From an optimization exercise on the open Yosys and OpenROAD flow, aimed at small area; shortcuts taken in it are not production practice.

==> run a: inputs <==
==> flow/design.v <==
module outCPLD (
    input              pclk_50M,
    input        [1:8] outP,
    input       [1:28] out,
    output logic [1:8] eoutP,
    output logic [1:28] eout
);
  localparam logic [22:0] DONE  = 23'h14dd03;
  localparam logic [22:0] DMASK = 23'h3ffff9;
  logic [22:0] cnt1;
  logic [22:0] cnt2;
  logic [22:0] cnt3;
  logic [22:0] cnt4;
  logic [22:0] cnt5;
  logic [22:0] cnt6;
  logic [22:0] cnt7;
  logic [22:0] cnt8;
  always_ff @(posedge pclk_50M) begin
    cnt1 <= outP[1] ? {~cnt1[21:0], ~(cnt1[20] ^ cnt1[22])} : '1;
    cnt2 <= outP[2] ? {~cnt2[21:0], ~(cnt2[20] ^ cnt2[22])} : '1;
    cnt3 <= outP[3] ? {~cnt3[21:0], ~(cnt3[20] ^ cnt3[22])} : '1;
    cnt4 <= outP[4] ? {~cnt4[21:0], ~(cnt4[20] ^ cnt4[22])} : '1;
    cnt5 <= outP[5] ? {~cnt5[21:0], ~(cnt5[20] ^ cnt5[22])} : '1;
    cnt6 <= outP[6] ? {~cnt6[21:0], ~(cnt6[20] ^ cnt6[22])} : '1;
    cnt7 <= outP[7] ? {~cnt7[21:0], ~(cnt7[20] ^ cnt7[22])} : '1;
    cnt8 <= outP[8] ? {~cnt8[21:0], ~(cnt8[20] ^ cnt8[22])} : '1;
    eoutP[1] <= outP[1] & (eoutP[1] | ((cnt1 & DMASK) == (DONE & DMASK)));
    eoutP[2] <= outP[2] & (eoutP[2] | ((cnt2 & DMASK) == (DONE & DMASK)));
    eoutP[3] <= outP[3] & (eoutP[3] | ((cnt3 & DMASK) == (DONE & DMASK)));
    eoutP[4] <= outP[4] & (eoutP[4] | ((cnt4 & DMASK) == (DONE & DMASK)));
    eoutP[5] <= outP[5] & (eoutP[5] | ((cnt5 & DMASK) == (DONE & DMASK)));
    eoutP[6] <= outP[6] & (eoutP[6] | ((cnt6 & DMASK) == (DONE & DMASK)));
    eoutP[7] <= outP[7] & (eoutP[7] | ((cnt7 & DMASK) == (DONE & DMASK)));
    eoutP[8] <= outP[8] & (eoutP[8] | ((cnt8 & DMASK) == (DONE & DMASK)));
  end
  always_ff @(posedge pclk_50M) begin
    eout[1] <= out[1] & ((~outP[1] & outP[2]) | (outP[1] & ~outP[2]));
    eout[2] <= out[2] & ((~outP[1] & outP[3] & ~((outP[2] & out[1]))) | (outP[1] & ~outP[3]));
    eout[3] <= out[3] & ((~outP[2] & outP[3] & ~((outP[1] & out[1]))) | (outP[2] & ~outP[3] & ~((outP[1] & out[2]))));
    eout[4] <= out[4] & ((~outP[1] & outP[4] & ~((outP[2] & out[1]) | (outP[3] & out[2]))) | (outP[1] & ~outP[4]));
    eout[5] <= out[5] & ((~outP[2] & outP[4] & ~((outP[1] & out[1]) | (outP[3] & out[3]))) | (outP[2] & ~outP[4] & ~((outP[1] & out[4]))));
    eout[6] <= out[6] & ((~outP[3] & outP[4] & ~((outP[1] & out[2]) | (outP[2] & out[3]))) | (outP[3] & ~outP[4] & ~((outP[1] & out[4]) | (outP[2] & out[5]))));
    eout[7] <= out[7] & ((~outP[1] & outP[5] & ~((outP[2] & out[1]) | (outP[3] & out[2]) | (outP[4] & out[4]))) | (outP[1] & ~outP[5]));
    eout[8] <= out[8] & ((~outP[2] & outP[5] & ~((outP[1] & out[1]) | (outP[3] & out[3]) | (outP[4] & out[5]))) | (outP[2] & ~outP[5] & ~((outP[1] & out[7]))));
    eout[9] <= out[9] & ((~outP[3] & outP[5] & ~((outP[1] & out[2]) | (outP[2] & out[3]) | (outP[4] & out[6]))) | (outP[3] & ~outP[5] & ~((outP[1] & out[7]) | (outP[2] & out[8]))));
    eout[10] <= out[10] & ((~outP[4] & outP[5] & ~((outP[1] & out[4]) | (outP[2] & out[5]) | (outP[3] & out[6]))) | (outP[4] & ~outP[5] & ~((outP[1] & out[7]) | (outP[2] & out[8]) | (outP[3] & out[9]))));
    eout[11] <= out[11] & ((~outP[1] & outP[6] & ~((outP[2] & out[1]) | (outP[3] & out[2]) | (outP[4] & out[4]) | (outP[5] & out[7]))) | (outP[1] & ~outP[6]));
    eout[12] <= out[12] & ((~outP[2] & outP[6] & ~((outP[1] & out[1]) | (outP[3] & out[3]) | (outP[4] & out[5]) | (outP[5] & out[8]))) | (outP[2] & ~outP[6] & ~((outP[1] & out[11]))));
    eout[13] <= out[13] & ((~outP[3] & outP[6] & ~((outP[1] & out[2]) | (outP[2] & out[3]) | (outP[4] & out[6]) | (outP[5] & out[9]))) | (outP[3] & ~outP[6] & ~((outP[1] & out[11]) | (outP[2] & out[12]))));
    eout[14] <= out[14] & ((~outP[4] & outP[6] & ~((outP[1] & out[4]) | (outP[2] & out[5]) | (outP[3] & out[6]) | (outP[5] & out[10]))) | (outP[4] & ~outP[6] & ~((outP[1] & out[11]) | (outP[2] & out[12]) | (outP[3] & out[13]))));
    eout[15] <= out[15] & ((~outP[5] & outP[6] & ~((outP[1] & out[7]) | (outP[2] & out[8]) | (outP[3] & out[9]) | (outP[4] & out[10]))) | (outP[5] & ~outP[6] & ~((outP[1] & out[11]) | (outP[2] & out[12]) | (outP[3] & out[13]) | (outP[4] & out[14]))));
    eout[16] <= out[16] & ((~outP[1] & outP[7] & ~((outP[2] & out[1]) | (outP[3] & out[2]) | (outP[4] & out[4]) | (outP[5] & out[7]) | (outP[6] & out[11]))) | (outP[1] & ~outP[7]));
    eout[17] <= out[17] & ((~outP[2] & outP[7] & ~((outP[1] & out[1]) | (outP[3] & out[3]) | (outP[4] & out[5]) | (outP[5] & out[8]) | (outP[6] & out[12]))) | (outP[2] & ~outP[7] & ~((outP[1] & out[16]))));
    eout[18] <= out[18] & ((~outP[3] & outP[7] & ~((outP[1] & out[2]) | (outP[2] & out[3]) | (outP[4] & out[6]) | (outP[5] & out[9]) | (outP[6] & out[13]))) | (outP[3] & ~outP[7] & ~((outP[1] & out[16]) | (outP[2] & out[17]))));
    eout[19] <= out[19] & ((~outP[4] & outP[7] & ~((outP[1] & out[4]) | (outP[2] & out[5]) | (outP[3] & out[6]) | (outP[5] & out[10]) | (outP[6] & out[14]))) | (outP[4] & ~outP[7] & ~((outP[1] & out[16]) | (outP[2] & out[17]) | (outP[3] & out[18]))));
    eout[20] <= out[20] & ((~outP[5] & outP[7] & ~((outP[1] & out[7]) | (outP[2] & out[8]) | (outP[3] & out[9]) | (outP[4] & out[10]) | (outP[6] & out[15]))) | (outP[5] & ~outP[7] & ~((outP[1] & out[16]) | (outP[2] & out[17]) | (outP[3] & out[18]) | (outP[4] & out[19]))));
    eout[21] <= out[21] & ((~outP[6] & outP[7] & ~((outP[1] & out[11]) | (outP[2] & out[12]) | (outP[3] & out[13]) | (outP[4] & out[14]) | (outP[5] & out[15]))) | (outP[6] & ~outP[7] & ~((outP[1] & out[16]) | (outP[2] & out[17]) | (outP[3] & out[18]) | (outP[4] & out[19]) | (outP[5] & out[20]))));
    eout[22] <= out[22] & ((~outP[1] & outP[8] & ~((outP[2] & out[1]) | (outP[3] & out[2]) | (outP[4] & out[4]) | (outP[5] & out[7]) | (outP[6] & out[11]) | (outP[7] & out[16]))) | (outP[1] & ~outP[8]));
    eout[23] <= out[23] & ((~outP[2] & outP[8] & ~((outP[1] & out[1]) | (outP[3] & out[3]) | (outP[4] & out[5]) | (outP[5] & out[8]) | (outP[6] & out[12]) | (outP[7] & out[17]))) | (outP[2] & ~outP[8] & ~((outP[1] & out[22]))));
    eout[24] <= out[24] & ((~outP[3] & outP[8] & ~((outP[1] & out[2]) | (outP[2] & out[3]) | (outP[4] & out[6]) | (outP[5] & out[9]) | (outP[6] & out[13]) | (outP[7] & out[18]))) | (outP[3] & ~outP[8] & ~((outP[1] & out[22]) | (outP[2] & out[23]))));
    eout[25] <= out[25] & ((~outP[4] & outP[8] & ~((outP[1] & out[4]) | (outP[2] & out[5]) | (outP[3] & out[6]) | (outP[5] & out[10]) | (outP[6] & out[14]) | (outP[7] & out[19]))) | (outP[4] & ~outP[8] & ~((outP[1] & out[22]) | (outP[2] & out[23]) | (outP[3] & out[24]))));
    eout[26] <= out[26] & ((~outP[5] & outP[8] & ~((outP[1] & out[7]) | (outP[2] & out[8]) | (outP[3] & out[9]) | (outP[4] & out[10]) | (outP[6] & out[15]) | (outP[7] & out[20]))) | (outP[5] & ~outP[8] & ~((outP[1] & out[22]) | (outP[2] & out[23]) | (outP[3] & out[24]) | (outP[4] & out[25]))));
    eout[27] <= out[27] & ((~outP[6] & outP[8] & ~((outP[1] & out[11]) | (outP[2] & out[12]) | (outP[3] & out[13]) | (outP[4] & out[14]) | (outP[5] & out[15]) | (outP[7] & out[21]))) | (outP[6] & ~outP[8] & ~((outP[1] & out[22]) | (outP[2] & out[23]) | (outP[3] & out[24]) | (outP[4] & out[25]) | (outP[5] & out[26]))));
    eout[28] <= out[28] & ((~outP[7] & outP[8] & ~((outP[1] & out[16]) | (outP[2] & out[17]) | (outP[3] & out[18]) | (outP[4] & out[19]) | (outP[5] & out[20]) | (outP[6] & out[21]))) | (outP[7] & ~outP[8] & ~((outP[1] & out[22]) | (outP[2] & out[23]) | (outP[3] & out[24]) | (outP[4] & out[25]) | (outP[5] & out[26]) | (outP[6] & out[27]))));
  end
endmodule
==> flow/run.sh <==
#!/bin/bash
# synth_recipe.tcl (not shown) runs the flow's synth.tcl, then flattens the netlist and writes it again
# the make line also repeats each setting of config.mk as NAME=value (left out here)
make -C /OpenROAD-flow-scripts/flow DESIGN_CONFIG=/design/flow/config.mk WORK_HOME=/design/flow/orfs CLKGATE_MAP_FILE= SYNTH_SCRIPT=/design/flow/synth_recipe.tcl finish
==> flow/config.mk <==
export PLATFORM = sky130hd
export DESIGN_NAME = outCPLD
export DESIGN_NICKNAME = outCPLD
export VERILOG_FILES = /design/flow/design.v
export SDC_FILE = /design/flow/constraint.sdc
export NUM_CORES = 4
export LEC_CHECK = 0
export CAP_MARGIN = 20
export CORE_MARGIN = 2
export CORE_UTILIZATION = 60
export CTS_BUF_LIST = sky130_fd_sc_hd__clkbuf_4
export CTS_CLUSTER_DIAMETER = 40
export CTS_CLUSTER_SIZE = 12
export SLEW_MARGIN = 20
==> flow/constraint.sdc <==
create_clock -name core_clock -period 5.0 [get_ports {pclk_50M}]
set_input_delay 1.0000 -clock core_clock [delete_from_list [all_inputs] [get_ports {pclk_50M}]]
set_output_delay 1.0000 -clock core_clock [all_outputs]
set_load 0.01 [all_outputs]
==> inputs of run b, as changes to run a <==
==> flow/flow/run.sh (new file) <==
#!/bin/bash
# Own layout flow: the standard ORFS flow, with the port buffers that
# global placement inserts made sky130_fd_sc_hd__buf_1 (the smallest buffer)
# instead of the cell buffer_ports picks by default.
set -euo pipefail
export BUFFER_PORTS_ARGS="-buffer_cell sky130_fd_sc_hd__buf_1"
bash standard.sh finish > standard_finish.log 2>&1
==> flow/standard.sh (new file) <==
#!/bin/bash
# synth_recipe.tcl (not shown) runs the flow's synth.tcl, then flattens the netlist and writes it again
# the make line also repeats each setting of config.mk as NAME=value (left out here)
make -C /OpenROAD-flow-scripts/flow DESIGN_CONFIG=/design/flow/config.mk WORK_HOME=/design/flow/orfs CLKGATE_MAP_FILE= SYNTH_SCRIPT=/design/flow/synth_recipe.tcl "${@:-finish}"
--- a/flow/config.mk
+++ b/flow/config.mk
@@ -10,5 +10,5 @@
 export CORE_UTILIZATION = 60
-export CTS_BUF_LIST = sky130_fd_sc_hd__clkbuf_4
+export CTS_BUF_LIST = sky130_fd_sc_hd__clkbuf_8
 export CTS_CLUSTER_DIAMETER = 40
-export CTS_CLUSTER_SIZE = 12
+export CTS_CLUSTER_SIZE = 22
 export SLEW_MARGIN = 20
removed: flow/run.sh
==> comparison table <==
item	run b	run a
Area delta synth->final	14.1%	16.8%
Minimum setup slack in the final design	2820 ps	2480 ps
Clk_skew	19.2 ps	15.4 ps
Detailed Route Iter0 Violations	322	301
Worst path slowest cell	sky130_fd_sc_hd__a222oi_1	sky130_fd_sc_hd__clkdlybuf4s50_1
Final Net Count	754	756
Reg clk slew, reported paths	100 ps	120 ps
Worst voltage drop across the vdd grid	0.340 mV	0.390 mV
Slew at the pin with the worst max-slew slack	904 ps	958 ps
DR WL/cell	14.6 um	14.8 um
Worst Setup EP	eout[13]$_DFF_P_	eout[17]
Result of the run	complete, no violations	complete, no violations
Fraction of met1 tracks used by global routing	29.9%	29.7%
Function was not checked in any run of this note: the RTL went through the layout flow alone.

afterwards: timing with drivers on the ports:
In the flow no input, the clock included, has a driving cell. The finished layouts below were timed again as built, in two steps. Step 1 (the two cells are an assumption about what drives the block):
set clk [get_ports {pclk_50M}]
set_driving_cell -lib_cell sky130_fd_sc_hd__clkbuf_16 $clk
set_driving_cell -lib_cell sky130_fd_sc_hd__buf_2 [delete_from_list [all_inputs] $clk]
Step 2 moves the port delays by t, midway between the first and last clock arrival at a register: inputs arrive t later, outputs are due t later. That takes back most of the time a late clock gives input paths. Slacks: ideal / step 1 / step 2; pairs: ideal / step 1.
run | t (ns) | setup WS [ns] | hold WS [ns] | clock arrival spread, ns | slew at the worst register clock pin (ns)
run a | 0.622 | 2.478 / 2.445 / 1.894 | 0.374 / 0.374 / 0.374 | 0.028 / 0.028 | 0.12 / 0.12
run b | 0.556 | 2.820 / 2.832 / 2.276 | 0.362 / 0.362 / 0.362 | 0.031 / 0.031 | 0.11 / 0.11
After both steps every run listed still meets setup and hold. The setup slack of run a, which loses most, moves by -0.033 ns with the drivers and by -0.584 ns with both steps.
